Source: an optimization exercise on an open RTL-to-GDS flow (aim: small area). Production flows keep margins and buffers that such runs may drop.
Only simulation tests tie the RTL to the original design; equivalence was not proved.
Power is estimated from default activity; no workload was simulated. The clock port is modelled as an ideal driver; clocking choices that lean on that would not hold on a real chip.

== run A ==
==> flow/design.v (excerpt) <==
module canny_top #(
    parameter IMG_W = 256
)(
    input  wire        clk,
    input  wire        rst,
    input  wire [7:0]  pixel_in,
    output wire        out_valid,
    output wire [7:0]  pixel_out
);
clock: 12.0 ns
lec_check: 0
abc_area: 1
cap_margin: 60
core_margin: 2
core_utilization: 65
slew_margin: 60
standard.sh (not shown) runs the stock make flow with config.mk's settings and CLKGATE_MAP_FILE= SYNTH_SCRIPT=/design/flow/synth_recipe.tcl, a recipe that flattens the netlist after the stock synthesis.
==> flow/flow/run.sh <==
#!/bin/bash
# Standard layout (the standard.sh), with clock tree synthesis told not to
# add dummy balancing loads and to cluster up to 32 flip-flops per leaf buffer.
set -euo pipefail
export CTS_ARGS="-sink_clustering_enable -repair_clock_nets -dont_use_dummy_load -sink_clustering_size 32 -sink_clustering_max_diameter 80"
bash standard.sh > standard.log 2>&1
Run A reached the final stage; the timing, DRC and antenna checks on its layout passed.
Input-level comparison between run D and run A:
- a change of CAP_MARGIN from 60 to 20
- a change of SLEW_MARGIN from 60 to 20
### Flow results
Fmax, run A and run D, higher one = run A.
In the reports for run A and run D, the smaller maximum single-stage delay on the critical path belongs to run D.
Run D vs. run A: switching part of the total power stayed essentially flat, overall power after layout flat, part of the power in combinational logic stayed essentially flat, sum of negative setup slack roughly the same.

========
The RTL this note starts from:
==> flow/design.v <==
`timescale 1ns / 1ps
module sobel_unit (
    input  wire       clk,
    input  wire [7:0] x_top,
    input  wire [7:0] x_mid,
    input  wire [7:0] x_bot,
    output wire [9:0] mh,
    output wire [1:0] cls
);
    function [11:0] rca;
        input [11:0] a, b;
        input        cin;
        integer i;
        reg c;
        begin
            c = cin;
            for (i = 0; i < 12; i = i + 1) begin
                rca[i] = a[i] ^ b[i] ^ c;
                c = (a[i] & b[i]) | (a[i] & c) | (b[i] & c);
            end
        end
    endfunction
    wire [11:0] tb_w  = rca({4'b0, x_top}, {4'b0, x_bot}, 1'b0);
    wire [11:0] an_w  = rca(tb_w, {3'b0, x_mid, 1'b0}, 1'b0);
    wire [9:0]  a_new = an_w[9:0];
    wire [11:0] bn_w  = rca({4'b0, x_bot}, ~{4'b0, x_top}, 1'b1);
    wire [8:0]  b_new = bn_w[8:0];    
    reg [9:0] a1, a2;
    reg [8:1] b1h, b2h;
    always @(posedge clk) begin
        a1 <= a_new; a2 <= a1;
        b1h <= b_new[8:1]; b2h <= b1h;
    end
    wire [8:0] b1 = {b1h, a1[0]};
    wire [8:0] b2 = {b2h, a2[0]};
    wire [11:0] fx_w = rca({2'b0, a_new}, ~{2'b0, a2}, 1'b1);
    wire [10:0] fx   = fx_w[10:0];
    wire [11:0] fy_1 = rca({{3{b2[8]}}, b2}, {{3{b_new[8]}}, b_new}, 1'b0);
    wire [11:0] fy_w = rca(fy_1, {{2{b1[8]}}, b1, 1'b0}, 1'b0);
    wire [10:0] fy   = fy_w[10:0];
    wire [9:0]  ax   = fx[10] ? -fx[9:0] : fx[9:0];
    wire [9:0]  ay   = fy[10] ? -fy[9:0] : fy[9:0];
    wire [11:0] mag_w = rca({2'b0, ax}, {2'b0, ay}, 1'b0);
    assign mh = mag_w[10:1];
    wire        quad = fx[10] ^ fy[10];
    wire [11:0] t1 = rca({4'b0, ax[9:2]}, {5'b0, ax[9:3]}, 1'b0);
    wire [11:0] t2 = rca({7'b0, ax[9:5]}, {9'b0, ax[9:7]}, 1'b0);
    wire [11:0] t3 = rca(t1, t2, 1'b0);
    wire [11:0] d22w = rca({2'b0, ay}, ~t3, 1'b1);            
    wire [11:0] d67w = rca(d22w, ~{2'b0, ax}, 1'b1);          
    assign cls = d22w[11]         ? 2'd0 :
                 d67w[11] ? (quad ? 2'd2 : 2'd1) :
                                   2'd3;
endmodule
`timescale 1ns / 1ps
module canny_top #(
    parameter IMG_W = 256
)(
    input  wire        clk,
    input  wire        rst,
    input  wire [7:0]  pixel_in,
    output wire        out_valid,
    output wire [7:0]  pixel_out
);
    function [11:0] rca;
        input [11:0] a, b;
        input        cin;
        integer i;
        reg c;
        begin
            c = cin;
            for (i = 0; i < 12; i = i + 1) begin
                rca[i] = a[i] ^ b[i] ^ c;
                c = (a[i] & b[i]) | (a[i] & c) | (b[i] & c);
            end
        end
    endfunction
    reg  [7:0] col;
    reg  [2:0] row;
    wire [10:0] cnt = {row, col};
    always @(posedge clk) begin
        if (rst) begin
            col <= 8'd0;
            row <= 3'd0;
        end else begin
            col <= col + 8'd1;
            if (col == 8'd255 && row != 3'd7)
                row <= row + 3'd1;
        end
    end
    reg [8*768-1:0] xc;
    always @(posedge clk)
        xc <= {xc[8*767-1:0], rst ? 8'd0 : pixel_in};    
    localparam [1:0] C_H = 2'd0,    
                     C_D = 2'd1,    
                     C_V = 2'd2,    
                     C_W = 2'd3;    
    wire [9:0] mh_l;
    wire [1:0] cls_l;
    sobel_unit sob_l (
        .clk(clk),
        .x_top(xc[8*513-1 -: 8]), .x_mid(xc[8*257-1 -: 8]), .x_bot(xc[7:0]),
        .mh(mh_l), .cls(cls_l)
    );
    wire [9:0] mh_u;
    wire [1:0] cls_u;
    sobel_unit sob_u (
        .clk(clk),
        .x_top(xc[8*768-1 -: 8]), .x_mid(xc[8*512-1 -: 8]), .x_bot(xc[8*256-1 -: 8]),
        .mh(mh_u), .cls(cls_u)
    );
    wire valid_l_s = (cnt >= 11'd514) && (col != 8'd0) && (col != 8'd1);
    wire valid_u_s = (cnt >= 11'd769) && (col != 8'd255) && (col != 8'd0);
    reg [9:0] hl0;
    reg [9:0] hu0, hu1, hu2;
    reg [1:0] zl0, zl1;
    reg [1:0] zu0, zu1, zu2, zu3;
    always @(posedge clk) begin
        if (rst)
            hl0 <= 10'd0;
        else if (valid_l_s)
            hl0 <= mh_l;
        if (rst)
            hu0 <= 10'd0;
        else if (valid_u_s)
            hu0 <= mh_u;
        if (valid_l_s)
            zl0 <= cls_l;
        if (valid_u_s)
            zu0 <= cls_u;
        hu1 <= hu0; hu2 <= hu1;
        zl1 <= zl0;
        zu1 <= zu0; zu2 <= zu1; zu3 <= zu2;
    end
    wire l_ge_u1 = hl0 >= hu1;      
    wire u1_ge_l = hu1 >= hl0;
    wire l_ge_u2 = hl0 >= hu2;      
    wire u2_ge_l = hu2 >= hl0;
    wire u0_ge_l = hu0 >= hl0;      
    wire u0_ge_u1 = hu0 >= hu1;     
    wire u1_ge_u0 = hu1 >= hu0;
    reg [1:0] dl_ok;     
    reg       dn_ok;     
    reg       rt_ok;     
    reg [1:0] lt_ok;     
    always @(posedge clk) begin
        dl_ok <= {dl_ok[0], u0_ge_l};
        dn_ok <= u1_ge_l;
        rt_ok <= u1_ge_u0;
        lt_ok <= {lt_ok[0], u0_ge_u1};
    end
    wire up_chk = (zl1 == C_V) ? l_ge_u1 :
                  (zl1 == C_D) ? l_ge_u2 : 1'b1;
    wire [9:0] hq = hu2;        
    reg        chk;
    always @* begin
        case (zu3)              
            C_H:     chk = lt_ok[1] & rt_ok;       
            C_W:     chk = rt_ok & dl_ok[1];       
            C_V:     chk = up_ok & dn_ok;          
            default: chk = up_ok & u2_ge_l;        
        endcase
    end
    wire alive = (cnt == 11'd772) || chk;
    wire       valid_n = (col != 8'd254) && (col != 8'd255) && (cnt >= 11'd772);
    wire [7:0] clip_q  = (hq[9:7] != 3'd0) ? 8'hFF : {hq[6:0], 1'b0};
    wire [7:0] ns_new  = (valid_n && alive) ? clip_q : 8'd0;
    function [15:0] nc_code;
        input [7:0] m, t;
        input       e, u;
        reg   [7:0] te;
        reg         eh;
        begin
            eh = e & t[7] & (t[6:1] != 6'd0);      
            if (t[0])
                te = eh ? 8'hFF : 8'h80;
            else
                te = eh ? {1'b1, t[6:0]} : {1'b0, t[7:1]};
            if (m[0])
                nc_code = {te, 6'b100000, u, 1'b1};
            else
                nc_code = {u, m[7:1], te};
        end
    endfunction
    function nc_sp;                  
        input [15:0] c;
        nc_sp = c[7] & c[0] & (c[6:2] == 5'd0);
    endfunction
    function [7:0] nc_mid;
        input [15:0] c;
        nc_mid = nc_sp(c) ? 8'hFF : {c[14:8], 1'b0};
    endfunction
    reg [7:0] m_r, t_r;
    reg       u_r;
    reg  [16*255-1:0] ncj;
    wire [15:0] ent  = ncj[16*255-1 -: 16];       
    wire        sp   = nc_sp(ent);
    wire [7:0]  te_j = sp ? ent[15:8] : ent[7:0];
    wire [7:0]  n_mid = nc_mid(ent);              
    wire [7:0]  n_top = te_j[7] ? (((te_j[6:0] == 7'd0) || (te_j[6:0] == 7'h7F)) ?
                                   8'hFF : {1'b1, te_j[6:0]}) :
                                  {te_j[6:0], 1'b0};    
    wire        e_j   = te_j[7] & (te_j[6:0] != 7'd0);  
    wire        u_j   = sp ? ent[1] : ent[15];          
    wire [7:0]  n_bot = ns_new;                         
    reg         up_ok;           
    always @(posedge clk) begin
        m_r <= n_bot;
        t_r <= n_mid;
        u_r <= up_chk;
        up_ok <= u_j;
    end
    wire [11:0] s_1 = rca({4'b0, n_top}, {4'b0, n_mid}, 1'b0);
    wire [11:0] s_w = rca(s_1, {4'b0, n_bot}, 1'b0);
    wire [9:0] s_new = s_w[9:0];
    reg  [9:0] s1, s2;
    always @(posedge clk) begin
        s1 <= s_new;
        s2 <= s1;
    end
    wire [11:0] sum_1 = rca({2'b0, s_new}, {2'b0, s1}, 1'b0);
    wire [11:0] sum9 = rca(sum_1, {2'b0, s2}, 1'b0);
    wire [7:0]  din_nx  = (col == 8'd250) ? nc_mid(ncj[16*253-1 -: 16]) : n_mid;
    wire [11:0] din9_nx = rca({1'b0, din_nx, 3'b000}, {4'b0, din_nx}, 1'b0) + 12'd8;
    wire        ge_nx   = (sum9 <= din9_nx);
    reg         is_strong, is_weak;     
    wire valid_l = (col != 8'd251) && (col != 8'd252) && (cnt >= 11'd509);
    reg [7:0]   hc;             
    reg [4:0]   hd;             
    reg [7:0]   hcol;
    reg         wrapped;
    reg         connected;
    wire dout = (col == 8'd253) ? hc[2] : hc[0];
    wire r_col  = (col == 8'd253 || col == 8'd254) ? hd[4] : hd[2];
    wire r_col1 = (col == 8'd253) ? hd[3] : hd[1];
    wire e_new  = is_strong | (is_weak & connected);
    always @(posedge clk) begin
        hc <= {hc[6:0], e_new};
        hd <= {hd[3:0], e_j};
        ncj <= {ncj[16*254-1:0], nc_code(m_r, t_r, e_new, u_r)};
        if (rst) begin
            is_strong <= 1'b0;
            is_weak   <= 1'b0;
        end else if (valid_l) begin
            is_strong <= (din_nx >= 8'd155) && ge_nx;
            is_weak   <= (din_nx >= 8'd130) && ge_nx;
        end
        if (rst) begin
            hcol    <= 8'd0;
            wrapped <= 1'b0;
        end else if (valid_l) begin
            connected <= ((hcol != 8'd0) & dout) |
                         (wrapped & r_col) |
                         (wrapped & (hcol != 8'd255) & r_col1);
            hcol <= hcol + 8'd1;
            if (hcol == 8'd255)
                wrapped <= 1'b1;
        end
    end
    assign out_valid = (cnt >= 11'd515) && (col != 8'd3) && (col != 8'd4);
    assign pixel_out = {8{hc[7]}};
endmodule
clock: 12.0 ns
lec_check: 0
abc_area: 1
cap_margin: 20
core_margin: 2
core_utilization: 65
gpl_timing_driven: 0
slew_margin: 20
==> flow/flow/run.sh <==
#!/bin/bash
# Standard layout (the standard.sh), with clock tree synthesis told not to
# add dummy balancing loads and to cluster up to 37 flip-flops per leaf buffer,
# and the port buffers made with the smallest buffer cell.
set -euo pipefail
export CTS_ARGS="-sink_clustering_enable -repair_clock_nets -dont_use_dummy_load -sink_clustering_size 37 -sink_clustering_max_diameter 80"
export BUFFER_PORTS_ARGS="-buffer_cell sky130_fd_sc_hd__buf_1"
bash standard.sh > standard.log 2>&1
The first run went through all stages and came out clean.
Then changed:
- GPL_ROUTABILITY_DRIVEN: default -> 0
Final area is about the same.
Wire length goes down by a few percent.
Total power came out lower slightly.
Via count is higher slightly.
First-iteration DRC count grows by roughly a tenth.
Hold slack loses 0.020 ns.
Die area is unchanged.
Synthesized cell count is unchanged.
Setup slack got worse by 0.11 ns.
Sequential share of layout area stays flat.
Then changed:
==> flow/flow/run.sh (replaced) <==
#!/bin/bash
# Standard layout (the standard.sh), with clock tree synthesis told not to
# add dummy balancing loads and to cluster up to 38 flip-flops per leaf buffer,
# and the port buffers made with the smallest buffer cell.
set -euo pipefail
export CTS_ARGS="-sink_clustering_enable -repair_clock_nets -dont_use_dummy_load -sink_clustering_size 38 -sink_clustering_max_diameter 80"
export BUFFER_PORTS_ARGS="-buffer_cell sky130_fd_sc_hd__buf_1"
bash standard.sh > standard.log 2>&1
What happened: Count of clock-buffer cells in the layout is lower by 7. Routed wire length is higher slightly. Core utilization hardly moves.
Then changed:
- GPL_ROUTABILITY_DRIVEN: 0 -> default
Outcome: Wire length goes up by a few percent; sequential share of layout area is about the same; worst setup slack gets better by 0.16 ns; flip-flop and latch count is unchanged.
Then changed:
==> flow/flow/run.sh (replaced) <==
#!/bin/bash
# Standard layout (the standard.sh), with clock tree synthesis told not to
# add dummy balancing loads and to cluster up to 36 flip-flops per leaf buffer,
# and the port buffers made with the smallest buffer cell.
set -euo pipefail
export CTS_ARGS="-sink_clustering_enable -repair_clock_nets -dont_use_dummy_load -sink_clustering_size 36 -sink_clustering_max_diameter 80"
export BUFFER_PORTS_ARGS="-buffer_cell sky130_fd_sc_hd__buf_1"
bash standard.sh > standard.log 2>&1
Flip-flop and latch count does not change.
Power grows by 0.43%.
Synthesized cell count is unchanged.
Setup slack degrades by 0.033 ns.
Die area stays the same.
Clock-buffer cell count goes up by 14.
Then changed:
- GPL_ROUTABILITY_DRIVEN: default -> 0
Result:
- The changed run went through all stages and came out clean
- routed wire length drops by a few percent
- die area stays the same
- non-clock buffer count is lower by 2
- clock skew fell by 0.033 ns
- maximum frequency went down slightly
- cell count stays flat

-- port drivers added, routing unchanged --
How much do the figures lean on ideal ports? The routed layouts below were timed once more, with nothing changed but the port constraints. Step 1 sets driving cells, clkbuf_16 on the clock port and buf_2 on the other inputs (assumed; they add their load-dependent delay and slew). Step 2, shift: input delay + t, output delay - t, t = (earliest + latest rising clock arrival at the registers) / 2. This alone moves slack from input paths to output paths. Three values: no drivers, after step 1, after step 2; two values: the first two.
run	t, ns	setup WS [ns]	worst setup path at the end	clock arrival spread, ns
run A	0.987	0.547 / 0.610 / -0.377	input to register	0.154 / 0.154
run D	0.988	0.443 / 0.513 / -0.475	input to register	0.144 / 0.145
the first run of note 2	0.982	0.611 / 0.611 / 0.611	register to register	0.145 / 0.145
the second run of note 2	0.976	0.503 / 0.503 / 0.503	register to register	0.113 / 0.113
the third run of note 2	0.978	0.471 / 0.471 / 0.471	register to register	0.112 / 0.112
the fourth run of note 2	0.972	0.627 / 0.627 / 0.627	register to register	0.155 / 0.156
the fifth run of note 2	0.973	0.594 / 0.594 / 0.594	register to register	0.166 / 0.166
the sixth run of note 2	0.978	0.455 / 0.455 / 0.455	register to register	0.126 / 0.126
With both steps, setup timing fails in run A and run D, where it was met with ideal ports. The setup slack of run A, which loses most, moves by +0.063 ns with the drivers and by -0.924 ns with both steps.
